Background: an optimization exercise with open tools, aiming at small area. Do not read the settings as production practice. In this exercise RTL edits were held to simulation tests only and were not proved equivalent to the original. Power and IR drop assume default switching activity. The flow treats the clock pin as an ideal source, which a real chip does not have.

==> design.v <==
`timescale 1ns/1ps
module fix2float (
    input               clk,
    input       [5:0]   ph,
    input               start,
    input               din,
    input               sign,
    output      [31:0]  float_o
);
    reg        rd;
    reg        any;
    reg [22:0] sr;
    reg [22:0] mant;
    reg [7:0]  expo;
    reg        sg;
    wire act  = start && (ph != 6'd0);
    wire st   = start && (ph == 6'd1);
    wire anye = st ? 1'b0 : any;
    wire ab   = rd ^ (sg & anye);       
    always @(posedge clk) begin
        rd  <= din;
        any <= anye | rd;
        sr  <= {act & ab, sr[22:1]};
        if (st) begin
            mant <= 23'd0;
            expo <= 8'd0;
            sg   <= sign;
        end
        if (act && ab) begin
            mant <= sr;
            expo <= 8'd96 + {2'd0, ph};
        end
    end
    assign float_o = {sg, expo, mant};
endmodule
`timescale 1ns/1ps
module cic_filter (
    input                   clk,
    input                   rstn,
    input  signed [4:0]     dat_in,
    input         [5:0]     ph,
    input                   cap,
    input                   rend,
    input                   pass,
    input                   clr,
    output                  y
);
    reg signed [34:0] s1, s2, s3, s4;
    reg        [34:0] a5;        
    reg               f0;        
    reg        [34:0] c;         
    reg        [4:0]  chi;       
    reg               rep;       
    wire [34:0] n1, n2, n3, n4, n5;
    rca #(35) r1 (.a(s1), .b({{30{dat_in[4]}}, dat_in}), .ci(1'b0), .s(n1));
    rca #(35) r2 (.a(s2), .b(s1), .ci(1'b0), .s(n2));
    rca #(35) r3 (.a(s3), .b(s2), .ci(1'b0), .s(n3));
    rca #(35) r4 (.a(s4), .b(s3), .ci(1'b0), .s(n4));
    rca #(35) r5 (.a(a5 & {35{~(cap | f0)}}), .b(s4), .ci(1'b0), .s(n5));
    always @(posedge clk or negedge rstn) begin
        if (!rstn) begin
            s1 <= 35'd0; s2 <= 35'd0; s3 <= 35'd0; s4 <= 35'd0;
            f0 <= 1'b1;
        end else begin
            s1 <= n1; s2 <= n2; s3 <= n3; s4 <= n4;
            f0 <= 1'b0;
        end
    end
    always @(posedge clk) begin
        a5 <= n5;
        if (cap) begin
            c   <= a5;
            chi <= c[34:30];
        end
        if (rend)
            rep <= 1'b0;
        else if (cap)
            rep <= 1'b1;
    end
    wire d0 = (rep && ph >= 6'd30) ? chi[ph - 6'd30] : c[ph];
    reg  [34:0] l1, l2, l3, l4;
    reg  [3:0]  bc;
    wire        first = (ph == 6'd0);
    wire [3:0]  cin = first ? 4'b1111 : bc;
    wire        a1 = d0;
    wire        p1 = l1[0], p2 = l2[0], p3 = l3[0], p4 = l4[0];
    wire        d1 = a1 ^ ~p1 ^ cin[0];
    wire        d2 = d1 ^ ~p2 ^ cin[1];
    wire        d3 = d2 ^ ~p3 ^ cin[2];
    wire        d4 = d3 ^ ~p4 ^ cin[3];
    wire        take = pass & ~clr;
    wire        keep = ~(pass | clr);
    always @(posedge clk) begin
        bc[0] <= (a1 & ~p1) | (a1 & cin[0]) | (~p1 & cin[0]);
        bc[1] <= (d1 & ~p2) | (d1 & cin[1]) | (~p2 & cin[1]);
        bc[2] <= (d2 & ~p3) | (d2 & cin[2]) | (~p3 & cin[2]);
        bc[3] <= (d3 & ~p4) | (d3 & cin[3]) | (~p4 & cin[3]);
        l1 <= {(take & a1) | (keep & p1), l1[34:1]};
        l2 <= {(take & d1) | (keep & p2), l2[34:1]};
        l3 <= {(take & d2) | (keep & p3), l3[34:1]};
        l4 <= {(take & d3) | (keep & p4), l4[34:1]};
    end
    assign y = d4;
endmodule
`timescale 1ns/1ps
module cic_comp_filter (
    input               clk,
    input       [5:0]   ph,
    input               clr,
    input               pB,
    input               pA,
    input               pQ,
    input               orot,
    input               ystr,
    input       [13:0]  cl,
    input       [2:0]   hl_e,
    input       [1:0]   hl_o,
    output              str
);
    wire sgn = (ph == 6'd34);
    wire rb  = (ph == 6'd0);
    reg a1, b1, a2, b2, a3, b3, a4, b4;
    always @* begin
        a1 = 1'b0; b1 = 1'b0; a2 = 1'b0; b2 = 1'b0;
        a3 = 1'b0; b3 = 1'b0; a4 = 1'b0; b4 = 1'b0;
        if (pB) begin
            a1 = ystr;   b1 = cl[13];     
            a2 = cl[0];  b2 = cl[12];     
            a3 = cl[5];  b3 = cl[7];      
            a4 = cl[6];                   
        end
        if (pA) begin
            a1 = cl[2];  b1 = cl[12];     
            a2 = cl[3];  b2 = cl[11];     
            a3 = cl[4];  b3 = cl[10];     
            a4 = cl[5];  b4 = cl[9];      
        end
        if (pQ) begin
            a1 = str;     b1 = hl_e[2];
            a2 = hl_e[0]; b2 = hl_e[1];
            a3 = hl_o[1];
        end
    end
    reg  [3:0] cy;
    wire [3:0] ci = rb ? 4'd0 : cy;
    wire s1 = a1 ^ b1 ^ ci[0];
    wire s2 = a2 ^ b2 ^ ci[1];
    wire s3 = a3 ^ b3 ^ ci[2];
    wire s4 = a4 ^ b4 ^ ci[3];
    always @(posedge clk) begin
        cy[0] <= (a1 & b1) | (a1 & ci[0]) | (b1 & ci[0]);
        cy[1] <= (a2 & b2) | (a2 & ci[1]) | (b2 & ci[1]);
        cy[2] <= (a3 & b3) | (a3 & ci[2]) | (b3 & ci[2]);
        cy[3] <= (a4 & b4) | (a4 & ci[3]) | (b4 & ci[3]);
    end
    reg [31:0] x12;
    always @* begin
        x12 = 32'd0;
        if (pB) begin
            case ({sgn, s1, s4})
                3'b000: x12 = 32'sd0;
                3'b001: x12 = 32'sd628155438;
                3'b010: x12 = -32'sd6421026;
                3'b011: x12 = 32'sd621734412;
                3'b100: x12 = 32'sd0;
                3'b101: x12 = -32'sd628155438;
                3'b110: x12 = 32'sd6421026;
                3'b111: x12 = -32'sd621734412;
            endcase
        end
        if (pA) begin
            case ({sgn, s1, s4})
                3'b000: x12 = 32'sd0;
                3'b001: x12 = -32'sd53216433;
                3'b010: x12 = 32'sd34811522;
                3'b011: x12 = -32'sd18404911;
                3'b100: x12 = 32'sd0;
                3'b101: x12 = 32'sd53216431;
                3'b110: x12 = -32'sd34811522;
                3'b111: x12 = 32'sd18404909;
            endcase
        end
        if (pQ) begin
            case ({sgn, s1, s4})
                3'b000: x12 = 32'sd0;
                3'b001: x12 = 32'sd0;
                3'b010: x12 = -32'sd54357298;
                3'b011: x12 = -32'sd54357298;
                3'b100: x12 = 32'sd0;
                3'b101: x12 = 32'sd0;
                3'b110: x12 = 32'sd54357298;
                3'b111: x12 = 32'sd54357298;
            endcase
        end
    end
    reg [31:0] x34;
    always @* begin
        x34 = 32'd0;
        if (pB) begin
            case ({sgn, s2, s3})
                3'b000: x34 = 32'sd0;
                3'b001: x34 = 32'sd356375486;
                3'b010: x34 = -32'sd1088314;
                3'b011: x34 = 32'sd355287172;
                3'b100: x34 = 32'sd0;
                3'b101: x34 = -32'sd356375486;
                3'b110: x34 = 32'sd1088314;
                3'b111: x34 = -32'sd355287172;
            endcase
        end
        if (pA) begin
            case ({sgn, s2, s3})
                3'b000: x34 = 32'sd0;
                3'b001: x34 = -32'sd116533699;
                3'b010: x34 = 32'sd8641811;
                3'b011: x34 = -32'sd107891888;
                3'b100: x34 = 32'sd0;
                3'b101: x34 = 32'sd116533697;
                3'b110: x34 = -32'sd8641809;
                3'b111: x34 = 32'sd107891888;
            endcase
        end
        if (pQ) begin
            case ({sgn, s2, s3})
                3'b000: x34 = 32'sd0;
                3'b001: x34 = 32'sd536870912;
                3'b010: x34 = 32'sd316817548;
                3'b011: x34 = 32'sd853688460;
                3'b100: x34 = 32'sd0;
                3'b101: x34 = -32'sd536870912;
                3'b110: x34 = -32'sd316817548;
                3'b111: x34 = -32'sd853688460;
            endcase
        end
    end
    wire first = pB | pQ;
    reg  signed [30:0] acc;
    reg         [34:0] lr;
    reg         [29:0] hr;
    reg         [4:0]  dly;
    wire               lb = ~first & lr[0];
    wire        [31:0] ae = rb ? 32'd0 : {acc[30], acc};
    wire        [31:0] sum;
    wire [31:0] cs_s, cs_k;
    csa #(32) c0 (.a(ae), .b(x12), .c(x34), .s(cs_s), .k(cs_k));
    rca #(32) ra (.a(cs_s), .b(cs_k), .ci(lb), .s(sum));
    wire        [29:0] hn;
    rca #(30) rh (.a(hr), .b(acc[29:0] & {30{rb}}), .ci(1'b0), .s(hn));
    wire               hsh = (orot | clr) & (ph >= 6'd5);
    always @(posedge clk) begin
        acc <= sum[31:1];
        lr  <= {sum[0], lr[34:1]};
        dly <= {sum[0], dly[4:1]};
        hr <= hsh ? {1'b0, hr[29:1]} : hn;
    end
    assign str = (ph < 6'd5) ? dly[0] : hr[0];
endmodule
`timescale 1ns/1ps
module hb1_filter (
    input           clk,
    input           clr,
    input           ystr,
    input           shift_c,
    input           str,
    input           shift_e,
    input           shift_o,
    output [13:0]   cl,
    output [2:0]    hl_e,
    output [1:0]    hl_o
);
    wire [13:0] lco;
    wire lc_take = shift_c & ~clr;
    wire lc_keep = ~(shift_c | clr);
    genvar g_lc;
    generate for (g_lc = 0; g_lc < 14; g_lc = g_lc + 1) begin : gl_lc
        reg [34:0] r;
        wire pv;
        if (g_lc == 0) begin : h
            assign pv = ystr;
        end else begin : t
            assign pv = lco[g_lc-1];
        end
        always @(posedge clk)
            r <= {(lc_take & pv) | (lc_keep & r[0]), r[34:1]};
        assign lco[g_lc] = r[0];
    end endgenerate
    wire [2:0] leo;
    wire le_take = shift_e & ~clr;
    wire le_keep = ~(shift_e | clr);
    genvar g_le;
    generate for (g_le = 0; g_le < 3; g_le = g_le + 1) begin : gl_le
        reg [34:0] r;
        wire pv;
        if (g_le == 0) begin : h
            assign pv = str;
        end else begin : t
            assign pv = leo[g_le-1];
        end
        always @(posedge clk)
            r <= {(le_take & pv) | (le_keep & r[0]), r[34:1]};
        assign leo[g_le] = r[0];
    end endgenerate
    wire [1:0] loo;
    wire lo_take = shift_o & ~clr;
    wire lo_keep = ~(shift_o | clr);
    genvar g_lo;
    generate for (g_lo = 0; g_lo < 2; g_lo = g_lo + 1) begin : gl_lo
        reg [34:0] r;
        wire pv;
        if (g_lo == 0) begin : h
            assign pv = str;
        end else begin : t
            assign pv = loo[g_lo-1];
        end
        always @(posedge clk)
            r <= {(lo_take & pv) | (lo_keep & r[0]), r[34:1]};
        assign loo[g_lo] = r[0];
    end endgenerate
    assign cl   = lco;
    assign hl_e = leo;
    assign hl_o = loo;
endmodule
`timescale 1ns/1ps
module hb2_filter (
    input           clk,
    input           rstn,
    input   [5:0]   ph,
    input           clr,
    input           v_evt,
    input           w_evt,
    input           orot,
    input           din,
    output          str,
    output          sign
);
    wire sgn = (ph == 6'd34);
    wire rb  = (ph == 6'd0);
    wire [36:0] leo;
    wire le_take = v_evt & ~clr;
    wire le_keep = ~(v_evt | clr);
    genvar g_le;
    generate for (g_le = 0; g_le < 37; g_le = g_le + 1) begin : gl_le
        reg [34:0] r;
        wire pv;
        if (g_le == 0) begin : h
            assign pv = din;
        end else begin : t
            assign pv = leo[g_le-1];
        end
        always @(posedge clk)
            r <= {(le_take & pv) | (le_keep & r[0]), r[34:1]};
        assign leo[g_le] = r[0];
    end endgenerate
    wire [17:0] loo;
    wire lo_take = w_evt & ~clr;
    wire lo_keep = ~(w_evt | clr);
    genvar g_lo;
    generate for (g_lo = 0; g_lo < 18; g_lo = g_lo + 1) begin : gl_lo
        reg [34:0] r;
        wire pv;
        if (g_lo == 0) begin : h
            assign pv = din;
        end else begin : t
            assign pv = loo[g_lo-1];
        end
        always @(posedge clk)
            r <= {(lo_take & pv) | (lo_keep & r[0]), r[34:1]};
        assign loo[g_lo] = r[0];
    end endgenerate
    reg [3:0] p;
    reg       f;
    wire go = ~clr & (((p != 4'd6) && (p != 4'd9)) || ((p == 4'd6) && w_evt) || ((p == 4'd9) && v_evt));
    always @(posedge clk or negedge rstn) begin
        if (!rstn) begin
            p <= 4'd7;
            f <= 1'b1;
        end else if (sgn && go) begin
            p <= (p == 4'd9) ? 4'd0 : p + 4'd1;
            f <= (p == 4'd9);
        end
    end
    reg a1, b1, a2, b2;
    always @* begin
        a1 = 1'b0; b1 = 1'b0; a2 = 1'b0; b2 = 1'b0;
        if (go) begin
            case (p)
                4'd9: begin a1 = din; b1 = leo[36]; end
                default: begin a1 = leo[p]; b1 = leo[35 - p]; end
            endcase
            case (p)
                4'd6: begin a2 = loo[17]; b2 = 1'b0; end
                4'd7: begin a2 = leo[15]; b2 = leo[20]; end
                4'd8: begin a2 = leo[16]; b2 = leo[19]; end
                4'd9: begin a2 = leo[17]; b2 = leo[18]; end
                default: begin a2 = leo[9 + p]; b2 = leo[26 - p]; end
            endcase
        end
    end
    reg  [1:0] cy;
    wire [1:0] ci = rb ? 2'd0 : cy;
    wire s1 = a1 ^ b1 ^ ci[0];
    wire s2 = a2 ^ b2 ^ ci[1];
    always @(posedge clk) begin
        cy[0] <= (a1 & b1) | (a1 & ci[0]) | (b1 & ci[0]);
        cy[1] <= (a2 & b2) | (a2 & ci[1]) | (b2 & ci[1]);
    end
    reg [31:0] k1;
    always @* begin
        k1 = 32'sd0;
        if (go)
        case (p)
            4'd0: k1 = sgn ? 32'sd16303 : -32'sd16305;
            4'd1: k1 = sgn ? -32'sd48551 : 32'sd48553;
            4'd2: k1 = sgn ? 32'sd119257 : -32'sd119259;
            4'd3: k1 = sgn ? -32'sd257820 : 32'sd257820;
            4'd4: k1 = sgn ? 32'sd507427 : -32'sd507429;
            4'd5: k1 = sgn ? -32'sd928129 : 32'sd928131;
            4'd6: k1 = sgn ? 32'sd1599801 : -32'sd1599799;
            4'd7: k1 = sgn ? -32'sd2625319 : 32'sd2625321;
            4'd8: k1 = sgn ? 32'sd4134999 : -32'sd4135001;
            4'd9: k1 = sgn ? -32'sd3870 : 32'sd3870;
            default: k1 = 32'sd0;
        endcase
    end
    wire [31:0] x1 = s1 ? k1 : 32'd0;
    reg [31:0] k2;
    always @* begin
        k2 = 32'sd0;
        if (go)
        case (p)
            4'd0: k2 = sgn ? -32'sd6294537 : 32'sd6294535;
            4'd1: k2 = sgn ? 32'sd9321690 : -32'sd9321690;
            4'd2: k2 = sgn ? -32'sd13522983 : 32'sd13522985;
            4'd3: k2 = sgn ? 32'sd19377524 : -32'sd19377524;
            4'd4: k2 = sgn ? -32'sd27742080 : 32'sd27742080;
            4'd5: k2 = sgn ? 32'sd40418825 : -32'sd40418827;
            4'd6: k2 = sgn ? -32'sd536870912 : 32'sd536870912;
            4'd7: k2 = sgn ? -32'sd62096704 : 32'sd62096704;
            4'd8: k2 = sgn ? 32'sd110065331 : -32'sd110065333;
            4'd9: k2 = sgn ? -32'sd340477049 : 32'sd340477051;
            default: k2 = 32'sd0;
        endcase
    end
    wire [31:0] x2 = s2 ? k2 : 32'd0;
    wire first = go & f;
    reg  signed [30:0] acc;
    reg         [34:0] lr;
    reg         [29:0] hr;
    reg         [4:0]  dly;
    wire               lb = ~first & lr[0];
    wire        [31:0] ae = rb ? 32'd0 : {acc[30], acc};
    wire        [31:0] sum;
    wire [31:0] ta_s, ta_k;
    csa #(32) c0 (.a(ae), .b(x1), .c(x2), .s(ta_s), .k(ta_k));
    rca #(32) ra (.a(ta_s), .b(ta_k), .ci(lb), .s(sum));
    wire        [29:0] hn;
    rca #(30) rh (.a(hr), .b(acc[29:0] & {30{rb}}), .ci(1'b0), .s(hn));
    wire               hsh = (orot | clr) & (ph >= 6'd5);
    always @(posedge clk) begin
        acc <= sum[31:1];
        lr  <= {sum[0], lr[34:1]};
        dly <= {sum[0], dly[4:1]};
        hr <= hsh ? {1'b0, hr[29:1]} : hn;
    end
    assign str  = (ph < 6'd5) ? dly[0] : hr[0];
    assign sign = hr[29];
endmodule
`timescale 1ns/1ps
module adc_top (
    input  wire                clk,
    input  wire                rstn,
    input  wire signed [4:0]   dat_in,
    output wire                clk_vld_out,
    output wire signed [31:0]  dat_out
);
    reg  [8:0] cnt;       
    reg  [5:0] ph;        
    reg        clr;       
    reg        vld;
    always @(posedge clk or negedge rstn) begin
        if (!rstn) begin
            cnt <= 9'd0;
            ph  <= 6'd0;
            clr <= 1'b1;
            vld <= 1'b0;
        end else begin
            cnt <= cnt + 9'd1;
            ph  <= (ph == 6'd34) ? 6'd0 : ph + 6'd1;
            if (ph == 6'd34)
                clr <= 1'b0;
            vld <= (cnt == 9'd452);
        end
    end
    wire rend = (ph == 6'd34);         
    wire cap  = (cnt[5:0] == 6'd1);    
    reg       cpend;
    reg [2:0] ckk;
    reg       e0v, e1e, e2e, e3v, e3w, e4v;
    reg [2:0] e0k;
    reg [1:0] e1k, e2k;
    always @(posedge clk or negedge rstn) begin
        if (!rstn) begin
            cpend <= 1'b0; ckk <= 3'd0;
            e0v <= 1'b0; e1e <= 1'b0; e2e <= 1'b0; e3v <= 1'b0; e3w <= 1'b0; e4v <= 1'b0;
            e0k <= 3'd0; e1k <= 2'd0; e2k <= 2'd0;
        end else if (rend) begin
            e0v <= cpend | cap;
            e0k <= cap ? cnt[8:6] : ckk;
            cpend <= 1'b0;
            e1e <= e0v & ~e0k[0]; e1k <= e0k[2:1];
            e2e <= e1e;           e2k <= e1k;
            e3v <= e2e & (e2k == 2'd0);
            e3w <= e2e & (e2k == 2'd2);
            e4v <= e3v;
        end else if (cap) begin
            cpend <= 1'b1;
            ckk   <= cnt[8:6];
        end
    end
    wire ystr;                  
    wire e1str;                 
    wire e2str;                 
    wire e2sign;
    cic_filter u_cic (
        .clk(clk), .rstn(rstn), .dat_in(dat_in), .ph(ph), .cap(cap),
        .rend(rend), .pass(e0v), .clr(clr), .y(ystr)
    );
    wire [13:0] cl;             
    wire [2:0]  hl_e;           
    wire [1:0]  hl_o;           
    cic_comp_filter u_comp (
        .clk(clk), .ph(ph), .clr(clr),
        .pB(e0v & ~e0k[0]), .pA(e1e), .pQ(e2e & ~e2k[0]), .orot(e2e | e3v | e3w),
        .ystr(ystr), .cl(cl), .hl_e(hl_e), .hl_o(hl_o), .str(e1str)
    );
    hb1_filter u_hb1 (
        .clk(clk), .clr(clr), .ystr(ystr), .shift_c(e0v),
        .str(e1str), .shift_e(e2e & ~e2k[0]), .shift_o(e2e & e2k[0]),
        .cl(cl), .hl_e(hl_e), .hl_o(hl_o)
    );
    hb2_filter u_hb2 (
        .clk(clk), .rstn(rstn), .ph(ph), .clr(clr),
        .v_evt(e3v), .w_evt(e3w), .orot(e4v),
        .din(e1str), .str(e2str), .sign(e2sign)
    );
    fix2float u_fix2float (
        .clk(clk), .ph(ph), .start(e4v),
        .din(e2str), .sign(e2sign), .float_o(dat_out)
    );
    assign clk_vld_out = vld;
endmodule
module rca #(parameter W = 35) (
    input  [W-1:0] a,
    input  [W-1:0] b,
    input          ci,
    output [W-1:0] s
);
    wire [W:0] c;
    assign c[0] = ci;
    genvar i;
    generate for (i = 0; i < W; i = i + 1) begin : g
        assign s[i]   = a[i] ^ b[i] ^ c[i];
        assign c[i+1] = (a[i] & b[i]) | (a[i] & c[i]) | (b[i] & c[i]);
    end endgenerate
endmodule
module csa #(parameter W = 35) (
    input  [W-1:0] a,
    input  [W-1:0] b,
    input  [W-1:0] c,
    output [W-1:0] s,
    output [W-1:0] k
);
    assign s = a ^ b ^ c;
    assign k = {(a[W-2:0] & b[W-2:0]) | (a[W-2:0] & c[W-2:0]) | (b[W-2:0] & c[W-2:0]), 1'b0};
endmodule
==> config.mk <==
export PLATFORM = sky130hd
export DESIGN_NAME = adc_top
export DESIGN_NICKNAME = adc_top
export VERILOG_FILES = /design/flow/design.v
export SDC_FILE = /design/flow/constraint.sdc
export NUM_CORES = 8
export LEC_CHECK = 0
export CAP_MARGIN = 20
export CORE_MARGIN = 2
export CORE_UTILIZATION = 60
export CTS_CLUSTER_DIAMETER = 90
export CTS_CLUSTER_SIZE = 32
export SLEW_MARGIN = 20
==> run.sh <==
#!/bin/bash
# synth_recipe.tcl (not shown) runs the flow's synth.tcl, then flattens the netlist and writes it again
# the make line also repeats each setting of config.mk as NAME=value (left out here)
make -C /OpenROAD-flow-scripts/flow DESIGN_CONFIG=/design/flow/config.mk WORK_HOME=/design/flow/orfs CLKGATE_MAP_FILE= SYNTH_SCRIPT=/design/flow/synth_recipe.tcl finish
==> constraint.sdc <==
create_clock -name core_clock -period 30.0 [get_ports {clk}]
set_input_delay 6.0000 -clock core_clock [delete_from_list [all_inputs] [get_ports {clk}]]
set_output_delay 6.0000 -clock core_clock [all_outputs]
set_load 0.01 [all_outputs]
==> flow_results.org, run 1 <==
** Drt
- Wire segments on met3 add up to around 3.5 mm in the final route.
- Routed vias/inst :: between 4 and 5
- Number of nets with antenna violations after routing :: 0
- In the final routed layout, each cell accounts on average for roughly 16 um.
- For this block, the initial DRC count from the detailed router was around 1,800.
- The highest layer touched by signal routing is met4.
- Total wire length :: roughly 110 mm
- Routed metal-1 wirelength :: 57.9 mm
- For this run, design rule violations remaining after detail routing come to 0.
- Across all layers, the routed design uses 31,500 vias.
- Drt pass-1 iters :: 5
- Met2 WL :: 42.7 mm

** Floorplan
- In this run the vertical extent of the chip is approximately 370 um.
- Core region area :: around 0.14 mm2
- 40 I/O pins were placed.
- The die is between 300 and 400 um wide.
- The floorplan has roughly 140 rows.
- The die covers roughly 0.14 mm2.
- Starting density of the core :: slightly above 60%

** Worst setup path
- The worst setup path is of the in -> reg kind.
- Counting cells, the worst reg-to-reg path comes to a little over 50.
- Of all nets on the critical path, the largest fanout is 1.
- Arr. time, crit path :: 20.87 ns
- Worst path slowest cell :: sky130_fd_sc_hd__fa_1
- Data on the critical path is required at its endpoint by 30.66 ns.
- STA classifies the critical path startpoint as a primary input.
- Register-to-register setup slack :: 10.88 ns
- R2R Path Start :: ph[2]$_DFF_PN0_
- Largest stage delay on the critical path :: roughly 0.47 ns
- Most Frequent Cell on Critical Path :: sky130_fd_sc_hd__fa_1
- The endpoint identified for the worst register-to-register timing path is u_comp.acc[30]$_DFF_P_.
- Setup crit end kind :: flip-flop

** Synth
- Post-Syn Nets :: 5,263
- Synth Flop Type :: sky130_fd_sc_hd__dfxtp_1
- In the synthesized netlist the async set-or-reset flop fraction comes to ~5.5%.
- Count of mapped cells out of synthesis :: 4,870
- Synth Register Bits :: about 3,200
- Summing the sequential cell areas from Yosys gives about 81% of the chip area.
- The Yosys step of the flow raised 6 warnings.
- The average instance in the mapped netlist occupies roughly 17 um2.
- Number of flops mapped to enable cells by yosys :: 71
- Netlist cell types :: 72
- Area of the mapped netlist :: about 0.08 mm2

** Pwr
- Lkg Pwr :: 0.0353 uW
- Sequential fraction of design power :: between 60% and 70%
- The clock network accounts for 27.0% of the total power.
- Of the total power, combinational logic draws under 10%.
- The analysis attributes to net switching a power of 1490 uW.
- Internal power comes to 5410 uW.
- Switching power share of the total :: 21.7%
- Highest ir drop seen on vdd :: 0.0645 mV
- Cell area power density :: around 79 mW/mm2

** Layout
- The post-route netlist has approximately 5.7% of its cells at a drive strength greater than 1.
- Non-Filler Cell Area, Final :: ~0.087 mm2
- Counting the fill cells in the layout gives approximately 9,700.
- Relative to the synthesized area, the layout overhead comes to 6.62%.
- Cells fill between 60% and 70% of the core in the end.
- At the end of the flow, the number of nets in the layout was 5,326.

** Min path
- The worst hold path terminates at u_hb1.gl_le[0].r[25]$_DFF_P_.
- The path class of the tightest hold or removal check is reg -> reg.
- The worst hold path was traced through 0 stages.
- The worst hold path begins at u_hb1.gl_le[0].r[26]$_DFF_P_.

** STA
- Hold Violations, Final :: 0
- Measured against its own limit, the worst slew margin works out to between 30% and 40%.
- Clock Skews :: roughly 0.052 ns
- Final Setup Violations :: 0
- Final min period :: slightly above 20 ns
- Final Cycle Share :: between 60% and 70%
- In the post-route analysis, the smallest setup slack over all paths is slightly below 10 ns.
- Derived from the worst setup path, the maximum achievable clock frequency is a little under 50 MHz.
- The number of max-slew violations in the final report came to 0.
- Setup total negative slack on the finished layout was measured at 0 ns.
- Unrepaired setup endpoints after global routing :: false
- Slew at the pin closest to its max-slew limit :: just under 1 ns
- Final hold analysis gives a worst-case slack of approximately 0.32 ns.

** Clock network
- After clock tree synthesis, the clock-pin slew on the worst setup and hold paths is between 0.1 and 0.15 ns.
- Insertion delay of the later-clocked pin in the worst-skew pair :: 0.77 ns
- CTS Root Buffer Type :: sky130_fd_sc_hd__clkbuf_16
- Gates resized during post-CTS repair numbered 0.
- The H-tree was split into 3 levels.
- TritonCTS built the clock tree.
- Max Root-Sink Buffers :: 3
- Total clock buffers created by CTS :: roughly 110
- Number of buffers inserted by post-CTS setup repair :: 0
- CTS hold repair buffers :: 0
- CTS saw 3,244 sinks.

** Global route
- Number of global-route vias before repair :: roughly 32,000
- Entering global routing, the biggest net connects slightly below 70 pins.
- Total routing usage reported by global routing :: between 15 and 20%
- Summed over all layers, the global routing overflow is 0.
- Initial antenna violation count :: 3
- Global-route wire length before repair :: roughly 170 mm

** Placed design
- Once placement finished, the instance area stood at 0.0841 mm2.
- DP Worst Slack :: 8.86 ns
- IO Port Bufs :: 39
- Final HPWL DP :: around 70 mm
- Global placer's final weighted congestion :: about 0.9

** Flow run
- The tool flagged a number of max-cap violations equal to 0.

** Status
- Result of the run :: finished clean
[registers in the layout (all words and copies together) (netlist names), 23 cells and up]
name / cells
u_hb2.hr: 30
u_hb1.gl_le.r: 105
u_cic.l4: 35
u_hb1.gl_lo.r: 70
u_comp.acc: 31
u_cic.s2: 35
u_hb2.lr: 35
u_hb2.gl_lo.r: 630
u_cic.l3: 35
u_comp.lr: 35
u_cic.l2: 35
u_hb2.gl_le.r: 1295
u_fix2float.mant: 23
u_cic.s4: 35
u_cic.s1: 35
u_cic.s3: 35
u_cic.c: 35
u_hb2.acc: 31
u_fix2float.sr: 23
u_hb1.gl_lc.r: 490
u_cic.l1: 35
u_cic.a5: 35
u_comp.hr: 30
[layout make-up]
| class | count | area (um2) | share of cell area (%) |
|---|---|---|---|
| Antenna cell | 2 | 5.00 | 0.00574 |
| Timing Repair Buffer | 66 | 604 | 0.693 |
| Tap cell | 1781 | 2230 | 2.55 |
| Inverter | 103 | 387 | 0.443 |
| Clock inverter | 10 | 188 | 0.215 |
| Multi-Input combinational cell | 1406 | 14400 | 16.5 |
| Clock buffer | 136 | 2900 | 3.33 |
| Sequential cell | 3244 | 66600 | 76.3 |
[routing by layer]
metal  up-vias  track usage (%)
met4         0             3.89
met5         -                0
li1      15500                -
met2       389             22.2
met3       160             2.48
met1     15400             25.8
[stage by stage]
step,total power [uW],instances
floorplan,5040,4870
global route,7280,6746
global placement,5140,6599
detailed placement,5160,6599
CTS,7000,6745
finish,6900,6748
[worst max-delay path: cells and delay by family]
kind / cells / cell delay (ns)
adder cells (fa/ha/maj): 34 / 14.00
buffers and inverters: 3 / 0.54
XOR/XNOR: 2 / 0.29
[how the worst max path moves through the flow]
stage | to | startpoint | cells past startpoint | slack, ns
final | u_cic.s1[34]$_DFF_PN0_ | dat_in[0] | 39 | 9.79
after global routing | u_cic.s1[34]$_DFF_PN0_ | dat_in[0] | 39 | 9.17
after CTS | u_cic.s1[34]$_DFF_PN0_ | dat_in[0] | 39 | 9.70
after detailed placement | u_cic.s1[34]$_DFF_PN0_ | dat_in[0] | 39 | 8.86
after global placement | u_cic.s1[34]$_DFF_PN0_ | dat_in[0] | 39 | 8.92
after floorplan | u_cic.s1[34]$_DFF_PN0_ | dat_in[0] | 38 | 9.79
[power by group through the flow]
stage	Sequential (uW)	Combinational (uW)	Clock (uW)
detailed placement	4700	460	0
finish	4600	438	1860
floorplan	4670	370	0
global placement	4700	439	0
global route	4630	573	2080
CTS	4600	462	1940
[cell usage after synthesis, drive strengths merged, types with 70 or more instances]
cell type / number / area share [%]
dfxtp: 2993 / 73
fa: 353 / 8.6
dfrtp: 174 / 5.3
nand2: 157 / 0.73
nor2: 146 / 0.69
inv: 102 / 0.47
and2: 99 / 0.76
a21oi: 80 / 0.51
o21ai: 80 / 0.49
mux2i: 78 / 0.95
edfxtp: 71 / 2.6
clkbuf: 70 / 0.32
[cell families after synthesis]
family                   Yosys count  share of synthesized area [%]
adder cells (fa/ha/maj)          386                           9.14
multiplexers                     175                           2.76
flip-flops                      3244                           81.3
XOR/XNOR                          32                          0.352
AO/OA/AOI/OAI                    269                           2.00
other                              1                        0.00458
AND/OR/NAND/NOR                  543                           3.26
buffers and inverters            220                           1.16
[cell usage in the layout (no fill, tap or decap), types with 4 or more instances in the layout]
master	instances
sky130_fd_sc_hd__dfxtp_1	2993
sky130_fd_sc_hd__fa_1	353
sky130_fd_sc_hd__dfrtp_1	173
sky130_fd_sc_hd__nand2_1	154
sky130_fd_sc_hd__nor2_1	142
sky130_fd_sc_hd__clkbuf_16	112
sky130_fd_sc_hd__inv_1	102
sky130_fd_sc_hd__and2_1	99
sky130_fd_sc_hd__mux2i_1	77
sky130_fd_sc_hd__a21oi_1	76
sky130_fd_sc_hd__edfxtp_1	71
sky130_fd_sc_hd__o21ai_0	70
sky130_fd_sc_hd__and3_1	67
sky130_fd_sc_hd__mux2_2	63
sky130_fd_sc_hd__clkdlybuf4s50_1	37
sky130_fd_sc_hd__mux4_2	34
sky130_fd_sc_hd__ha_1	33
sky130_fd_sc_hd__nand3_1	32
sky130_fd_sc_hd__a31oi_1	30
sky130_fd_sc_hd__buf_4	26
sky130_fd_sc_hd__xnor2_1	24
sky130_fd_sc_hd__clkbuf_1	23
sky130_fd_sc_hd__nor3_1	13
sky130_fd_sc_hd__a21o_1	13
sky130_fd_sc_hd__o21a_1	9
sky130_fd_sc_hd__nand2b_1	8
sky130_fd_sc_hd__o31ai_1	8
sky130_fd_sc_hd__a211oi_1	8
sky130_fd_sc_hd__o21ai_1	8
sky130_fd_sc_hd__xor2_1	7
sky130_fd_sc_hd__o211ai_1	5
sky130_fd_sc_hd__a21boi_0	5
sky130_fd_sc_hd__dfstp_2	5
sky130_fd_sc_hd__nor2b_1	4
sky130_fd_sc_hd__a21oi_2	4
sky130_fd_sc_hd__o22ai_1	4
==> run 2, diff against run 1 <==
--- a/config.mk
+++ b/config.mk
@@ -5,9 +5,12 @@
 export SDC_FILE = /design/flow/constraint.sdc
 export NUM_CORES = 8
 export LEC_CHECK = 0
+export ABC_AREA = 1
 export CAP_MARGIN = 20
 export CORE_MARGIN = 2
 export CORE_UTILIZATION = 60
 export CTS_CLUSTER_DIAMETER = 90
 export CTS_CLUSTER_SIZE = 32
+export GPL_ROUTABILITY_DRIVEN = 0
+export GPL_TIMING_DRIVEN = 0
 export SLEW_MARGIN = 20
==> run 2 against run 1 <==
  * Final area rose by 0.21%
  * Die area fell by 0.32%
  * Count of clock-buffer cells in the layout fell by 6
  * Via count rose by 5.7%
  * Combinational power rose by 5.5%
  * Clock power barely moved
  * Worst setup slack improved by 0.017 ns
  * Global-route usage fell by 0.23 points
  * Sequential share of layout area fell by 0.16 points
==> flow_results.org, run 2 <==
** STA
- Setup repair after global routing left no endpoint under its margin.
- The maximum clock frequency came to 49.5 MHz (about the same).
- The pin slew with the least headroom to its limit came to 0.810 ns (-0.159 ns).
- The maximum clock skew at final layout is 0.0655 ns (+0.0134 ns).
- The total negative slack is 0 ns (unchanged).
- Final min period :: 20.19 ns (-0.0168 ns)
- Number of slew-limit violations in the final report :: 0 (unchanged)
- Hold Violations, Final :: 0 (unchanged)
- Final Cycle Share :: 67.3% (about the same)
- The worst-case headroom to the max-slew limit is 45.5% (+11 points).
- The setup-violating endpoint count in the final report is 0 (unchanged).

** Synth
- Synth Flop Type :: sky130_fd_sc_hd__dfxtp_1
- Sorting the synthesized cells by how often they occur yields 2,993 x sky130_fd_sc_hd__dfxtp_1, 427 x sky130_fd_sc_hd__inv_1, 422 x sky130_fd_sc_hd__nand2_1, 353 x sky130_fd_sc_hd__fa_1, 223 x sky130_fd_sc_hd__nor2_1.
- Post-Syn Area per Cell :: 15.5 um2 (-8.0%)
- The number of flops mapped to enable cells by yosys came to 71 (unchanged).
- Synth top area cells :: sky130_fd_sc_hd__dfxtp_1 73%, sky130_fd_sc_hd__fa_1 8.7%, sky130_fd_sc_hd__dfrtp_1 5.3%
- The top-area cell type share of the netlist area is 73.4% (+0.24 points).
- The synthesized design spends more area on one cell type than any other, namely sky130_fd_sc_hd__dfxtp_1.
- Area of the mapped netlist :: 0.0816 mm2 (-0.32%)
- Warning count from the yosys run :: 6 (unchanged)
- Post-Syn Nets :: 5,672 (+7.8%)
- Sequential element share of the synthesized area :: 81.6% (+0.26 points)
- Netlist cell types :: 52 (-28%)
- The flip-flop and latch count after synthesis came to 3,244 (unchanged).
- Among all cell types in the netlist, the one instantiated most often is sky130_fd_sc_hd__dfxtp_1.
- The number of standard cells after synthesis came to 5,279 (+8.4%).
- The share of synthesized registers carrying an async set or reset is 5.55% (unchanged).

** Global route
- The maximum number of pins on one net before global-route repair was 70 (+1.4%).
- Global-route wire length before repair :: 173 mm (-0.96%)
- Initial antenna violation count :: 5 (+2)
- The aggregate global-route resource usage is 15.6% (-0.23 points).
- The number of global-route vias before repair was 33,000 (+4.6%).
- The total grt overflow came to 0 (unchanged).

** Pwr
- Switching power share of the total :: 21.7% (about the same)
- Clock network fraction of total power :: 27.0% (about the same)
- Lkg Pwr :: 0.0370 uW (+4.7%)
- The relative contribution of sequential cells to total power came to 66.3% (-0.3 points).
- Power after layout :: 6920 uW (+0.30%)
- The combinational cell fraction of total power was 6.7% (+0.4 points).
- The worst IR drop on VDD was 0.0557 mV (-14%).
- Cell area power density :: 79.1 mW/mm2 (about the same)
- Internal Pwr Total :: 5420 uW (+0.30%)
- Switch Pwr :: 1500 uW (+0.32%)

** Worst setup path
- The data arrival time of the critical path was 20.86 ns (about the same).
- Setup crit end kind :: flip-flop
- The worst setup path is launched from a primary input.
- Worst path slowest cell :: sky130_fd_sc_hd__fa_1
- The most numerous cell type found on the critical path is sky130_fd_sc_hd__fa_1.
- The maximum net fanout on the critical path came to 1 (unchanged).
- The worst path required time was 30.67 ns (about the same).
- Category of the critical setup timing path :: in -> reg
- The highest cell delay on the worst timing path was 0.45 ns (-0.02 ns).

** Layout
- Final net count :: 5,830 (+9.5%)
- Highest-count cells in the layout ignoring fill and taps :: 2,993 x sky130_fd_sc_hd__dfxtp_1, 426 x sky130_fd_sc_hd__inv_1, 421 x sky130_fd_sc_hd__nand2_1
- Biggest register :: u_hb2.gl_le.r
- The flip-flop count of the largest register, all copies and words added was 1,295 (unchanged).
- P&R area growth vs syn :: 7.19%
- Leaving out fill and tap cells, the most frequent cell in the layout is sky130_fd_sc_hd__dfxtp_1.
- The share of the core filled with cells in the final layout is 64.7% (+0.29 points).
- Largest registers in the final layout :: u_hb2.gl_le.r (1295), u_hb2.gl_lo.r (630), u_hb1.gl_lc.r (490)
- Fraction of final layout cells sized beyond drive strength 1 :: 4.59% (-1.1 points)

** Clock network
- TritonCTS built the clock tree.
- The number of sinks on the clock net is 3,244 (unchanged).
- The number of hold buffers added after cts is 0 (unchanged).
- The number of gates resized after CTS came to 0 (unchanged).
- The clock buffer count from CTS came to 112 (unchanged).
- Insertion delay of the later-clocked pin in the worst-skew pair :: 0.77 ns (about the same)
- Number of buffers inserted by post-CTS setup repair :: 0 (unchanged)
- The buffer levels on the longest clock path is 3 (unchanged).
- Number of H-tree branching levels :: 3 (unchanged)
- The root buffer cell chosen for the clock tree is sky130_fd_sc_hd__clkbuf_16.
- Clock-pin slew on the worst setup and hold paths :: 0.12 ns (about the same)

** Placed design
- The half-perimeter wire length after detailed placement was 71.0 mm (+4.5%).
- IO Port Bufs :: 39 (unchanged)

** Min path
- Kind of path behind the tightest hold check :: reg -> reg

** Drt
- Drc violations :: 0 (unchanged)
- The via density per instance came to 4.60 (-1.6%).
- Average routed wire per standard cell :: 14.6 um (-7.3%)
- Total vias in the final route :: 33,300 (+5.7%)
- The sum of routed wire length over all layers came to 106 mm (-0.44%).
- The violation count after the first detailed-routing iteration is 2,204 (+24%).
- Number of nets with antenna violations after routing :: 0 (unchanged)
- The number of optimization iterations in the first detailed-route pass was 6 (+1).

** Floorplan
- IO Pins :: 40 (unchanged)
- Core region area :: 0.135 mm2 (-0.25%)
- Area of the die :: 0.139 mm2 (-0.32%)
- The effective utilization at floorplan was 60.4% (about the same).
- Site row count :: 135 (unchanged)
- Die extent in y :: 373 um (-0.16%)
- Die span in x :: 373 um (-0.16%)

** Flow run
- The number of maximum-capacitance constraint violations came to 0 (unchanged).

** Status
- Result of the run :: finished clean
-- run 2: worst paths after layout --
kind                                         startpoint                      endpoint  slack (ns)  cells after the start
min                        u_hb1.gl_lc[6].r[23]$_DFF_P_  u_hb1.gl_lc[6].r[22]$_DFF_P_        0.30                      0
max reg2reg                             ph[0]$_DFF_PN0_        u_comp.acc[30]$_DFF_P_       10.23                     55
min reg2reg                u_hb1.gl_lc[6].r[23]$_DFF_P_  u_hb1.gl_lc[6].r[22]$_DFF_P_        0.30                      0
max                                           dat_in[0]        u_cic.s1[34]$_DFF_PN0_        9.81                     38
min in group asynchronous                          rstn                 vld$_DFF_PN0_        5.19                      1
max in group asynchronous                          rstn         u_cic.s1[3]$_DFF_PN0_       23.73                      3
-- run 2: routing by layer --
layer / share of wire [%] / vias up / global-route usage [%]
met5: 0 / - / 0
met4: 3.1 / 0 / 4.78
met3: 4.7 / 227 / 2.96
met2: 40 / 689 / 21.8
met1: 53 / 16000 / 24.7
li1: - / 16500 / -
-- run 2: area by class of cell --
cell class	count	area [um2]
antenna	4	10.0
buffer	86	410
clock buffer	130	2930
clock inverter	10	175
fill	10000	47700
inverter	439	1650
multi-input combinational	1510	13000
sequential	3244	66600
tap	1781	2230
timing repair buffer	44	514
-- run 2: power groups by stage --
stage | clock network, uW | registers, uW | logic [uW]
6_report | 1870 | 4590 | 462
2_1_floorplan | 0 | 4670 | 374
3_5_place_dp | 0 | 4690 | 490
5_1_grt | 2090 | 4620 | 585
3_3_place_gp | 0 | 4690 | 448
4_1_cts | 1950 | 4600 | 493
-- run 2: cell families after synthesis --
logic type | Yosys count | synth area share [%]
other cells | 1 | 0.00460
xor+xnor | 28 | 0.301
buf+inv | 525 | 2.52
flops | 3244 | 81.6
simple gates | 768 | 3.81
fa+ha+maj | 386 | 9.17
mux | 34 | 0.463
compound gates | 293 | 2.13
-- run 2: worst max-delay path, delay by kind of cell --
kind / cells / cell delay, ns
xor gates and xnor gates: 1 / 0.13
adders and majority gates: 34 / 14.16
buffers and inverters: 3 / 0.55
-- run 2: through the flow --
step,worst slack (ns),cells,area [um2],hold WS (ns)
global placement,7.86,7099,84200,0.309
finish,9.81,7248,87400,0.300
global route,9.25,7244,87400,0.302
floorplan,9.92,5279,81600,0.310
CTS,9.65,7244,87400,0.294
detailed placement,8.88,7104,84300,0.312
==> run 3, diff against run 2 <==
--- a/config.mk
+++ b/config.mk
@@ -11,6 +11,4 @@
 export CORE_UTILIZATION = 60
 export CTS_CLUSTER_DIAMETER = 90
 export CTS_CLUSTER_SIZE = 32
-export GPL_ROUTABILITY_DRIVEN = 0
-export GPL_TIMING_DRIVEN = 0
 export SLEW_MARGIN = 20
==> run 3 against run 2 <==
  * Clock power barely moved
  * Sequential cell count did not move
  * Worst setup slack improved by 0.17 ns
  * Combinational power fell by 3%
  * Largest cell class unchanged
  * Critical path type unchanged
  * Worst hold slack got worse by 0.020 ns
==> flow_results.org, run 3 <==
** Worst setup path
- Counting stages on the worst path, the most repeated cell is sky130_fd_sc_hd__fa_1.
- Startpoint types :: primary input
- The worst setup path is of the in -> reg kind.
- The data arrival time of the critical path was 20.67 ns (-0.19 ns).
- On the critical path, the stage with the largest delay is an instance of sky130_fd_sc_hd__fa_1.
- Setup crit end kind :: flip-flop
- The worst path required time was 30.65 ns (-0.02 ns).
- The highest cell delay on the worst timing path is 0.46 ns (about the same).
- The maximum net fanout on the critical path was 1 (unchanged).

** Placed design
- Routability-driven placement finished with a final weighted congestion of roughly 0.84.
- IO Port Bufs :: 39 (unchanged)
- Final HPWL DP :: 68.5 mm (-3.5%)

** Clock network
- The CTS clock-pin slew for the worst setup and hold paths is 0.12 ns (about the same).
- The number of sinks on the clock net came to 3,244 (unchanged).
- Number of H-tree branching levels :: 3 (unchanged)
- The insertion delay to the later sink of the worst-skew pair is 0.78 ns (about the same).
- TritonCTS clock tree :: yes
- Number of buffers inserted by post-CTS setup repair :: 0 (unchanged)
- The clock buffer count from CTS is 113 (+0.89%).
- The root buffer cell chosen for the clock tree is sky130_fd_sc_hd__clkbuf_16.
- Max Root-Sink Buffers :: 3 (unchanged)
- The number of hold buffers added after cts came to 0 (unchanged).
- Number of cells upsized or downsized after cts :: 0 (unchanged)

** Layout
- The area growth from synthesis to layout is 6.80%.
- Highest-count cells in the layout ignoring fill and taps :: 2,993 x sky130_fd_sc_hd__dfxtp_1, 427 x sky130_fd_sc_hd__inv_1, 421 x sky130_fd_sc_hd__nand2_1
- The net count reported at finish came to 5,761 (-1.2%).
- The library cell used most frequently in the layout, excluding fill and tap cells, is sky130_fd_sc_hd__dfxtp_1.
- Largest registers in the final layout :: u_hb2.gl_le.r (1295), u_hb2.gl_lo.r (630), u_hb1.gl_lc.r (490)
- Fraction of final layout cells sized beyond drive strength 1 :: 4.41% (-0.19 points)
- The flip-flop count of the largest register, all copies and words added was 1,295 (unchanged).
- Ranked by flip-flop count, first place goes to u_hb2.gl_le.r.

** Floorplan
- Site row count :: 135 (unchanged)
- Core region area :: 0.135 mm2 (unchanged)
- The width of the chip is 373 um (unchanged).
- The height of the die was 373 um (unchanged).
- The effective utilization at floorplan is 60.4% (unchanged).
- The number of top-level pins was 40 (unchanged).
- Area of the die :: 0.139 mm2 (unchanged)

** Synth
- The portion of the post-synthesis area used by sequential elements was 81.6% (unchanged).
- The net count of the mapped netlist is 5,672 (unchanged).
- The synthesized design spends more area on one cell type than any other, namely sky130_fd_sc_hd__dfxtp_1.
- Synth top area cells :: sky130_fd_sc_hd__dfxtp_1 73%, sky130_fd_sc_hd__fa_1 8.7%, sky130_fd_sc_hd__dfrtp_1 5.3%
- By count the netlist is led by 2,993 x sky130_fd_sc_hd__dfxtp_1, 427 x sky130_fd_sc_hd__inv_1, 422 x sky130_fd_sc_hd__nand2_1, 353 x sky130_fd_sc_hd__fa_1, 223 x sky130_fd_sc_hd__nor2_1.
- Area of the mapped netlist :: 0.0816 mm2 (unchanged)
- Fraction of synthesis flops using an asynchronous set or reset pin :: 5.55% (unchanged)
- Synth Register Bits :: 3,244 (unchanged)
- Number of flops mapped to enable cells by yosys :: 71 (unchanged)
- Among all flip-flop cells after synthesis, the most frequent one is sky130_fd_sc_hd__dfxtp_1.
- Leading cell type by number of instances after synthesis :: sky130_fd_sc_hd__dfxtp_1
- The number of synthesis warnings was 6 (unchanged).
- The number of standard cells after synthesis is 5,279 (unchanged).
- Top-area cell type share of the netlist area :: 73.4% (unchanged)
- Netlist cell types :: 52 (unchanged)
- The per-instance average area after synthesis was 15.5 um2 (unchanged).

** Global route
- The total grt overflow came to 0 (unchanged).
- The aggregate global-route resource usage is 15.7% (+0.042 points).
- The initial antenna violation count came to 6 (+1).
- Number of global-route vias before repair :: 32,900 (-0.59%)
- The maximum number of pins on one net before global-route repair is 115 (+64%).
- Global-route wire length before repair :: 174 mm (+0.71%)

** Flow run
- The number of maximum-capacitance constraint violations came to 0 (unchanged).

** Status
- Result of the run :: finished clean

** STA
- Number of slew-limit violations in the final report :: 0 (unchanged)
- Setup repair after global routing left no endpoint under its margin.
- Worst hold slack :: 0.281 ns (-0.0197 ns)
- The time the final worst path needs with I/O delays and setup is 20.02 ns (-0.168 ns).
- The pin slew with the least headroom to its limit came to 1.03 ns (+0.223 ns).
- The maximum clock skew at final layout was 0.0796 ns (+0.0141 ns).
- Max-Slew Margin vs Limit :: 30.7% (-15 points)
- Hold Violations, Final :: 0 (unchanged)
- Maximum frequency from static timing analysis :: 49.9 MHz (+0.84%)
- The total negative slack was 0 ns (unchanged).
- Final Cycle Share :: 66.7% (-0.56 points)
- The setup-violating endpoint count in the final report is 0 (unchanged).

** Pwr
- Highest ir drop seen on vdd :: 0.0648 mV (+16%)
- The leakage power figure is 0.0368 uW (-0.39%).
- The post-route total power is 6920 uW (about the same).
- Cell area power density :: 79.5 mW/mm2 (+0.42%)

** Drt
- The number of design rule violations left after detail routing was 0 (unchanged).
- Average routed wire per standard cell :: 14.7 um (+0.51%)
- The via density per instance came to 4.53 (-1.4%).
- The violation count after the first detailed-routing iteration is 1,683 (-24%).
- Total wire length :: 106 mm (-0.40%)
- The antenna violation net count after detailed routing was 0 (unchanged).
- Total vias in the final route :: 32,600 (-2.3%)
- Drt pass-1 iters :: 5 (-1)

** Min path
- Kind of path behind the tightest hold check :: reg -> reg
## run 3: cell count changes in the layout (fill, tap and decap cells not counted), sizes merged
cell,delta
clkinv,+2
clkbuf,-47
inv,+1
diode,-1
clkinvlp,+1
buf,-22
## run 3: path summary, 6_finish.rpt
kind                                        startpoint                           to  slack [ns]  cells after the start
min in group asynchronous                         rstn                vld$_DFF_PN0_        5.34                      1
max in group asynchronous                         rstn        u_cic.s3[1]$_DFF_PN0_       23.04                      2
max                                          dat_in[0]       u_cic.s1[34]$_DFF_PN0_        9.98                     38
min reg2reg                u_hb1.gl_lc[9].r[6]$_DFF_P_  u_hb1.gl_lc[9].r[5]$_DFF_P_        0.28                      0
max reg2reg                            ph[0]$_DFF_PN0_       u_comp.acc[30]$_DFF_P_       10.52                     53
min                        u_hb1.gl_lc[9].r[6]$_DFF_P_  u_hb1.gl_lc[9].r[5]$_DFF_P_        0.28                      0
## run 3: logic make-up after synthesis
logic type / share of synthesized area [%]
AOI/OAI and AO/OA: 2.13
muxes: 0.463
xor gates and xnor gates: 0.301
buffers and inverters: 2.52
other: 0.00460
and+or+nand+nor: 3.81
adders and majority gates: 9.17
DFF: 81.6
## run 3: where the power goes
group	internal, uW	total, uW	leakage, uW	switching (uW)
sequential	4480	4600	0.0270	114
clock	705	1880	0.00152	1170
combinational	224	448	0.00832	224
total	5410	6920	0.0368	1510
## run 3: area by class of cell
cell class	instances	area (um2)
fillers	10000	48000
inverters	439	1650
clock buffers	131	2900
clock inverters	14	236
flip-flops and latches	3244	66600
well taps	1781	2230
diodes	3	7.51
multi-input cells	1510	13000
repair buffers	60	554
## run 3: worst max-delay path: cells and delay by family
| kind | cells | cell delay [ns] |
|---|---|---|
| xor gates and xnor gates | 1 | 0.14 |
| adders and majority gates | 34 | 13.97 |
| buffers and inverters | 3 | 0.55 |
## run 3: metrics by stage
stage | instances | utilization (%) | instance area (um2) | setup WS (ns)
floorplan | 5279 | - | 81600 | 9.92
global placement | 7033 | 62.1 | 84000 | 9.07
detailed placement | 7033 | 62.1 | 84000 | 9.01
CTS | 7178 | 64.5 | 87100 | 9.82
global route | 7179 | 64.5 | 87100 | 9.28
finish | 7182 | 64.5 | 87100 | 9.98
## run 3: routing by layer
layer | vias up | share of wire, % | GRT usage [%]
met5 | - | 0 | 0
met4 | 0 | 2.3 | 3.87
met3 | 146 | 3.6 | 2.66
met2 | 345 | 40 | 22.1
met1 | 15700 | 54 | 25.2
li1 | 16300 | - | -
==> run 4, diff against run 3 <==
--- a/design.v
+++ b/design.v
@@ -493,28 +493,21 @@
     end
     wire rend = (ph == 6'd34);         
     wire cap  = (cnt[5:0] == 6'd1);    
-    reg       cpend;
-    reg [2:0] ckk;
     reg       e0v, e1e, e2e, e3v, e3w, e4v;
     reg [2:0] e0k;
     reg [1:0] e1k, e2k;
     always @(posedge clk or negedge rstn) begin
         if (!rstn) begin
-            cpend <= 1'b0; ckk <= 3'd0;
             e0v <= 1'b0; e1e <= 1'b0; e2e <= 1'b0; e3v <= 1'b0; e3w <= 1'b0; e4v <= 1'b0;
             e0k <= 3'd0; e1k <= 2'd0; e2k <= 2'd0;
         end else if (rend) begin
-            e0v <= cpend | cap;
-            e0k <= cap ? cnt[8:6] : ckk;
-            cpend <= 1'b0;
+            e0v <= (cnt[5:0] != 6'd0) && (cnt[5:0] <= 6'd35);
+            e0k <= cnt[8:6];
             e1e <= e0v & ~e0k[0]; e1k <= e0k[2:1];
             e2e <= e1e;           e2k <= e1k;
             e3v <= e2e & (e2k == 2'd0);
             e3w <= e2e & (e2k == 2'd2);
             e4v <= e3v;
-        end else if (cap) begin
-            cpend <= 1'b1;
-            ckk   <= cnt[8:6];
         end
     end
     wire ystr;                  
==> run 4 against run 3 <==
  * Clock power about the same
  * Clock skew down 0.043 ns
  * Final area shrank 0.17%
  * Count of clock-buffer cells in the layout increased by 2
  * Routed wire length up 3.2%
  * Sequential cell count is 4 lower
  * Synthesized area down 0.21%
  * Final cell count barely moved
  * Worst setup slack worse by 0.048 ns
  * Register-to-register slack better by 0.07 ns
  * Largest power group unchanged
  * Highest routed layer unchanged
==> flow_results.org, run 4 <==
** Min path
- The tightest min-delay check is of the reg -> reg type.
- The startpoint identified for the worst hold timing path is u_hb2.gl_le[21].r[31]$_DFF_P_.
- For hold timing, the worst endpoint is u_hb2.gl_le[21].r[30]$_DFF_P_.
- The depth of the worst hold-timing path was 0 (unchanged).

** Floorplan
- Core region area :: 0.135 mm2 (unchanged)
- Starting density of the core :: 60.2% (-0.13 points)
- The width of the chip was 372 um (-0.11%).
- The die outline area was 0.139 mm2 (-0.21%).
- The number of top-level pins was 40 (unchanged).
- The height of the die came to 372 um (-0.11%).
- Site row count :: 135 (unchanged)

** Synth
- The number of standard cells after synthesis is 5,272 (-0.13%).
- Of all cell types, the one taking the most synthesized area is sky130_fd_sc_hd__dfxtp_1.
- The post-synthesis cell type count was 52 (unchanged).
- The number of flops mapped to enable cells by yosys was 71 (unchanged).
- Yosys attributes the largest share of cell area to sky130_fd_sc_hd__dfxtp_1 74%, sky130_fd_sc_hd__fa_1 8.7%, sky130_fd_sc_hd__dfrtp_1 5.2%.
- The portion of the post-synthesis area used by sequential elements came to 81.6% (about the same).
- The net count of the mapped netlist was 5,665 (-0.12%).
- By count the netlist is led by 2,993 x sky130_fd_sc_hd__dfxtp_1, 430 x sky130_fd_sc_hd__inv_1, 427 x sky130_fd_sc_hd__nand2_1, 353 x sky130_fd_sc_hd__fa_1, 226 x sky130_fd_sc_hd__nor2_1.
- The flip-flop and latch count after synthesis is 3,240 (-0.12%).
- Fraction of synthesis flops using an asynchronous set or reset pin :: 5.43% (-0.12 points)
- Warning count from the yosys run :: 6 (unchanged)
- Post-Syn Area per Cell :: 15.4 um2 (about the same)
- Top-area cell type share of the netlist area :: 73.6% (+0.16 points)
- Synth Flop Type :: sky130_fd_sc_hd__dfxtp_1
- The post-synthesis instance area came to 0.0814 mm2 (-0.21%).
- Leading cell type by number of instances after synthesis :: sky130_fd_sc_hd__dfxtp_1

** Worst setup path
- Setup crit end kind :: flip-flop
- Largest stage delay on the critical path :: 0.44 ns (-0.02 ns)
- Crit-path max FO :: 1 (unchanged)
- The critical path is of the in -> reg type.
- The data arrival time of the critical path is 20.72 ns (+0.05 ns).
- The cell family contributing the most delay on the critical path is adder cells.
- STA classifies the critical path startpoint as a primary input.
- Data required time at the worst endpoint :: 30.65 ns (about the same)
- The worst path buffer plus inverter count was 3 (unchanged).
- Worst path slowest cell :: sky130_fd_sc_hd__fa_1
- The worst register-to-register path ends at u_comp.acc[30]$_DFF_P_.
- Most Frequent Cell on Critical Path :: sky130_fd_sc_hd__fa_1
- The reg2reg setup slack was 10.59 ns (+0.07 ns).
- Worst Reg2Reg Path Length in Cells :: 53 (unchanged)
- In this run the critical register-to-register path is launched from ph[0]$_DFF_PN0_.

** Global route
- The first-pass GRT wire length is 177 mm (+1.3%).
- The initial antenna violation count is 6 (unchanged).
- The aggregate global-route resource usage is 16.3% (+0.63 points).
- The number of global-route vias before repair came to 32,600 (-0.84%).
- The total grt overflow came to 0 (unchanged).
- The maximum number of pins on one net before global-route repair is 117 (+1.7%).

** Drt
- Routed vias/inst :: 4.55 (+0.31%)
- Drc violations :: 0 (unchanged)
- The number of optimization iterations in the first detailed-route pass was 5 (unchanged).
- Average routed wire per standard cell :: 15.2 um (+3.2%)
- The sum of routed wire length over all layers was 109 mm (+3.2%).
- Number of nets with antenna violations after routing :: 0 (unchanged)
- Total vias in the final route :: 32,700 (+0.29%)
- The violation count after the first detailed-routing iteration came to 1,720 (+2.2%).

** Placed design
- Final HPWL DP :: 70.7 mm (+3.2%)
- IO Port Bufs :: 39 (unchanged)
- Global placer's final weighted congestion :: 0.856 (+2.4%)

** STA
- Unrepaired setup endpoints after global routing :: false
- Final min period :: 20.07 ns (+0.0478 ns)
- Worst hold slack :: 0.309 ns (+0.0283 ns)
- Number of slew-limit violations in the final report :: 0 (unchanged)
- The maximum clock skew at final layout is 0.0370 ns (-0.0426 ns).
- The setup-violating endpoint count in the final report was 0 (unchanged).
- The pin slew with the least headroom to its limit came to 1.11 ns (+0.0755 ns).
- Final Cycle Share :: 66.9% (+0.16 points)
- Hold Violations, Final :: 0 (unchanged)
- Final setup TNS :: 0 ns (unchanged)
- The worst-case headroom to the max-slew limit was 25.9% (-4.8 points).
- The maximum clock frequency came to 49.8 MHz (-0.24%).

** Layout
- Max reg flops :: 1,295 (unchanged)
- In the layout the commonest cells are 2,993 x sky130_fd_sc_hd__dfxtp_1, 430 x sky130_fd_sc_hd__inv_1, 426 x sky130_fd_sc_hd__nand2_1.
- The largest registers in the layout are u_hb2.gl_le.r (1295), u_hb2.gl_lo.r (630), u_hb1.gl_lc.r (490).
- Fraction of final layout cells sized beyond drive strength 1 :: 4.32% (-0.093 points)
- The register with the most flip-flops in the final layout is u_hb2.gl_le.r.
- Leaving out fill and tap cells, the most frequent cell in the layout is sky130_fd_sc_hd__dfxtp_1.
- The growth of design area from synthesis to finish is 6.85% (about the same).
- The net count reported at finish is 5,759 (-0.035%).

** Clock network
- CTS hold repair buffers :: 0 (unchanged)
- TritonCTS built the clock tree.
- The number of levels the H-tree was split into came to 3 (unchanged).
- Max Root-Sink Buffers :: 3 (unchanged)
- The buffer count from post-CTS setup fixing came to 0 (unchanged).
- The root buffer cell chosen for the clock tree is sky130_fd_sc_hd__clkbuf_16.
- Number of cells upsized or downsized after cts :: 0 (unchanged)
- Clock sinks :: 3,240 (-0.12%)
- Total clock buffers created by CTS :: 113 (unchanged)
- The insertion delay to the later sink of the worst-skew pair was 0.77 ns (about the same).
- The CTS clock-pin slew for the worst setup and hold paths came to 0.11 ns (about the same).

** Pwr
- The power density over the cells is 79.6 mW/mm2 (+0.20%).
- Highest ir drop seen on vdd :: 0.0719 mV (+11%)
- Lkg Pwr :: 0.0367 uW (-0.23%)

** Status
- The run finished with no timing, DRC or antenna violations.

** Flow run
- The number of maximum-capacitance constraint violations was 0 (unchanged).
==> run 4: worst max path at each step <==
stage / startpoint / end / cells past startpoint
6_report: dat_in[0] / u_cic.s1[34]$_DFF_PN0_ / 38
3_5_place_dp: dat_in[0] / u_cic.s1[34]$_DFF_PN0_ / 38
3_3_place_gp: dat_in[0] / u_cic.s1[34]$_DFF_PN0_ / 38
2_1_floorplan: dat_in[0] / u_cic.s1[34]$_DFF_PN0_ / 37
5_1_grt: dat_in[0] / u_cic.s1[34]$_DFF_PN0_ / 38
4_1_cts: dat_in[0] / u_cic.s1[34]$_DFF_PN0_ / 38
==> run 4: cells by family (layout without fill, tap and decap cells) <==
logic type      Yosys count  after routing  synth area share [%]
other cells               1              3               0.00461
compound gates          289            289                  2.09
simple gates            777            777                  3.86
flops                  3240           3240                  81.6
mux                      29             29                 0.401
buf+inv                 523            649                  2.52
xor+xnor                 27             27                 0.291
fa+ha+maj               386            386                  9.19
==> run 4: metal layers <==
layer,GRT usage (%),vias up,wire (um)
li1,-,16300,-
met1,24.8,15800,56000
met2,23.9,354,45900
met3,2.79,165,3700
met4,5.29,0,3350
met5,0,-,0
==> run 4: final cells by class <==
cell class                 count  area [um2]
clock inverter                14         244
antenna                        2        5.00
inverter                     445        1670
clock buffer                 133        2920
timing repair buffer          57         526
tap                         1781        2230
fill                        9863       48100
sequential                  3240       66500
multi-input combinational   1509       12900
==> run 4: metrics by stage <==
stage	area, um2	total power [uW]	worst slack [ns]	std cells	utilization, %
final	87000	6930	9.93	7181	64.4
after global routing	87000	7300	9.40	7179	64.4
after CTS	87000	7040	9.83	7179	64.4
after detailed placement	83800	5180	8.99	7032	62.0
after global placement	83800	5140	9.12	7032	62.0
after floorplan	81400	5040	9.92	5272	-
==> run 4: where the power goes <==
part | internal (uW) | switching, uW | leakage, uW
registers | 4480 | 115 | 0.0269
logic | 226 | 226 | 0.00827
clock network | 711 | 1170 | 0.00153
==> run 5, diff against run 4 <==
==> flow/run.sh (new file) <==
#!/bin/bash
# The standard layout (standard.sh, unchanged synthesis and steps) with two
# changes: the port buffers are buf_1 cells, and clock tree synthesis inserts
# no dummy loads.  Each tool's output goes to standard.log.
set -euo pipefail
export BUFFER_PORTS_ARGS="-buffer_cell sky130_fd_sc_hd__buf_1"
export CTS_ARGS="-sink_clustering_enable -repair_clock_nets -sink_clustering_size 33 -sink_clustering_max_diameter 110 -dont_use_dummy_load"
bash standard.sh > standard.log 2>&1
==> standard.sh (new file) <==
#!/bin/bash
# synth_recipe.tcl (not shown) runs the flow's synth.tcl, then flattens the netlist and writes it again
# the make line also repeats each setting of config.mk as NAME=value (left out here)
make -C /OpenROAD-flow-scripts/flow DESIGN_CONFIG=/design/flow/config.mk WORK_HOME=/design/flow/orfs CLKGATE_MAP_FILE= SYNTH_SCRIPT=/design/flow/synth_recipe.tcl "${@:-finish}"
removed: run.sh
==> run 5 against run 4 <==
  * Via count fell by 0.29%
  * Clock skew is 0.033 ns higher
  * Sequential cell count did not move
  * Routed wire length down 0.36%
  * Total power is 1.6% lower
  * First-iteration DRC count decreased by 2.7%
  * Clock power is 6% lower
  * Fmax up 1.8%
  * Sequential power about the same
  * Synthesized area unchanged
  * Critical path type unchanged
==> flow_results.org, run 5 <==
** Clock network
- TritonCTS clock tree :: yes
- The CTS clock-pin slew for the worst setup and hold paths is 0.11 ns (about the same).
- CTS hold repair buffers :: 0 (unchanged)
- The buffer levels on the longest clock path is 3 (unchanged).
- The number of gates resized after CTS came to 0 (unchanged).

** Synth
- Synth Flop Type :: sky130_fd_sc_hd__dfxtp_1
- Leading cell type by number of instances after synthesis :: sky130_fd_sc_hd__dfxtp_1
- Most area-hungry cell type in the Yosys netlist :: sky130_fd_sc_hd__dfxtp_1
- The number of flops mapped to enable cells by yosys came to 71 (unchanged).
- The number of synthesis warnings came to 6 (unchanged).
- The net count of the mapped netlist came to 5,665 (unchanged).
- The portion of the post-synthesis area used by sequential elements was 81.6% (unchanged).
- Post-Syn Area per Cell :: 15.4 um2 (unchanged)

** STA
- Final setup TNS :: 0 ns (unchanged)
- The worst-case headroom to the max-slew limit came to 31.3% (+5.4 points).
- Slew at the pin closest to its max-slew limit :: 1.03 ns (-0.0812 ns)
- Maximum frequency from static timing analysis :: 50.7 MHz (+1.8%)
- The number of max-slew violations in the final report came to 0 (unchanged).
- The time the final worst path needs with I/O delays and setup was 19.72 ns (-0.348 ns).
- Worst hold slack :: 0.276 ns (-0.0330 ns)
- Setup repair after global routing left no endpoint under its margin.
- The setup-violating endpoint count in the final report is 0 (unchanged).

** Layout
- u_hb2.gl_le.r holds more flip-flops than any other register.
- The share of the core filled with cells in the final layout is 63.9% (-0.51 points).
- Relative to the synthesized area, the layout overhead comes to 6.00%.
- The share of cells above drive strength 1 was 3.96% (-0.36 points).
- Highest-count cells in the layout ignoring fill and taps :: 2,993 x sky130_fd_sc_hd__dfxtp_1, 429 x sky130_fd_sc_hd__inv_1, 426 x sky130_fd_sc_hd__nand2_1

** Pwr
- Sequential fraction of design power :: 67.4% (+1.1 points)
- The clock power share was 26.0% (-1.2 points).
- The switching share of power was 21.4% (-0.40 points).
- The combinational cell fraction of total power was 6.6% (about the same).

** Worst setup path
- By instance count, the cell type seen most on the critical path is sky130_fd_sc_hd__fa_1.
- For this design, the slowest cell found on the critical path is sky130_fd_sc_hd__fa_1.
- The worst path required time came to 30.60 ns (-0.05 ns).
- Category of the critical setup timing path :: in -> reg

** Floorplan
- The width of the chip was 372 um (unchanged).
- IO Pins :: 40 (unchanged)

** Flow run
- The number of maximum-capacitance constraint violations was 0 (unchanged).

** Drt
- Total wire length :: 109 mm (-0.36%)
- Drc violations :: 0 (unchanged)
- The antenna violation net count after detailed routing is 0 (unchanged).
- The via density per instance was 4.56 (+0.26%).
- Number of design-rule violations left by the first detailed-router iteration :: 1,673 (-2.7%)

** Global route
- The maximum number of pins on one net before global-route repair is 92 (-21%).
- The number of global-route vias before repair was 32,400 (-0.46%).
- The initial antenna violation count came to 3 (-3).

** Min path
- Kind of path behind the tightest hold check :: reg -> reg

** Placed design
- The half-perimeter wire length after detailed placement came to 70.7 mm (about the same).

** Status
- Result of the run :: finished clean
## run 5: area by class of cell
type | count | area (um2) | area share (%)
flip-flops and latches | 3240 | 66500 | 77.0
diodes | 2 | 5.00 | 0.00580
inverters | 445 | 1670 | 1.94
clock buffers | 108 | 2700 | 3.13
repair buffers | 56 | 292 | 0.338
multi-input cells | 1509 | 12900 | 15.0
well taps | 1781 | 2230 | 2.58
## run 5: power by group through the flow
stage                     logic [uW]  registers (uW)  clock network [uW]
after CTS                        481            4600                1850
after global placement           444            4700                   0
after global routing             579            4620                1990
after floorplan                  374            4660                   0
after detailed placement         478            4700                   0
final                            451            4590                1770
## run 5: critical path, delay by kind of cell
| kind | cells | cell delay [ns] |
|---|---|---|
| fa+ha+maj | 34 | 14.00 |
| xor+xnor | 1 | 0.13 |
| buf+inv | 3 | 0.19 |
## run 5: final timing paths
check	start	endpoint	slack [ns]
setup / recovery	dat_in[0]	u_cic.s1[34]$_DFF_PN0_	10.28
hold / removal	u_cic.l4[32]$_DFF_P_	u_cic.l4[31]$_DFF_P_	0.28
setup reg to reg	ph[0]$_DFF_PN0_	u_comp.acc[30]$_DFF_P_	10.43
hold reg to reg	u_cic.l4[32]$_DFF_P_	u_cic.l4[31]$_DFF_P_	0.28
max in group asynchronous	rstn	u_cic.s2[15]$_DFF_PN0_	22.39
min in group asynchronous	rstn	cnt[2]$_DFF_PN0_	5.33
## run 5: per-layer routing
metal	vias up	GRT usage (%)	routed length, um
li1	16300	-	-
met1	15800	24.9	56100
met2	361	23.8	45400
met3	173	2.73	3930
met4	0	4.80	3070
met5	-	0	0
## run 5: logic make-up (layout without fill, tap and decap cells)
logic type                 count (synthesis)  after routing  share of synthesized area [%]
buffers and inverters                    523            609                           2.52
AOI/OAI and AO/OA                        289            289                           2.09
other                                      1              3                        0.00461
and+or+nand+nor                          777            777                           3.86
adders and majority gates                386            386                           9.19
DFF                                     3240           3240                           81.6
xor gates and xnor gates                  27             27                          0.291
muxes                                     29             29                          0.401
## run 5: per-stage QoR
stage / instance area, um2 / instances / worst slack, ns
floorplan: 81400 / 5272 / 9.92
global placement: 83600 / 7031 / 9.46
detailed placement: 83600 / 7031 / 9.29
CTS: 86300 / 7139 / 10.11
global route: 86300 / 7139 / 9.61
finish: 86300 / 7141 / 10.28

Re-timed with assumed drivers on the ports (clkbuf_16 on the clock, buf_2 on other inputs), run 5 has 10.335 ns of setup slack against 10.279 ns with ideal ports, and 9.548 ns once port delays also move by the mid clock arrival of 0.787 ns.
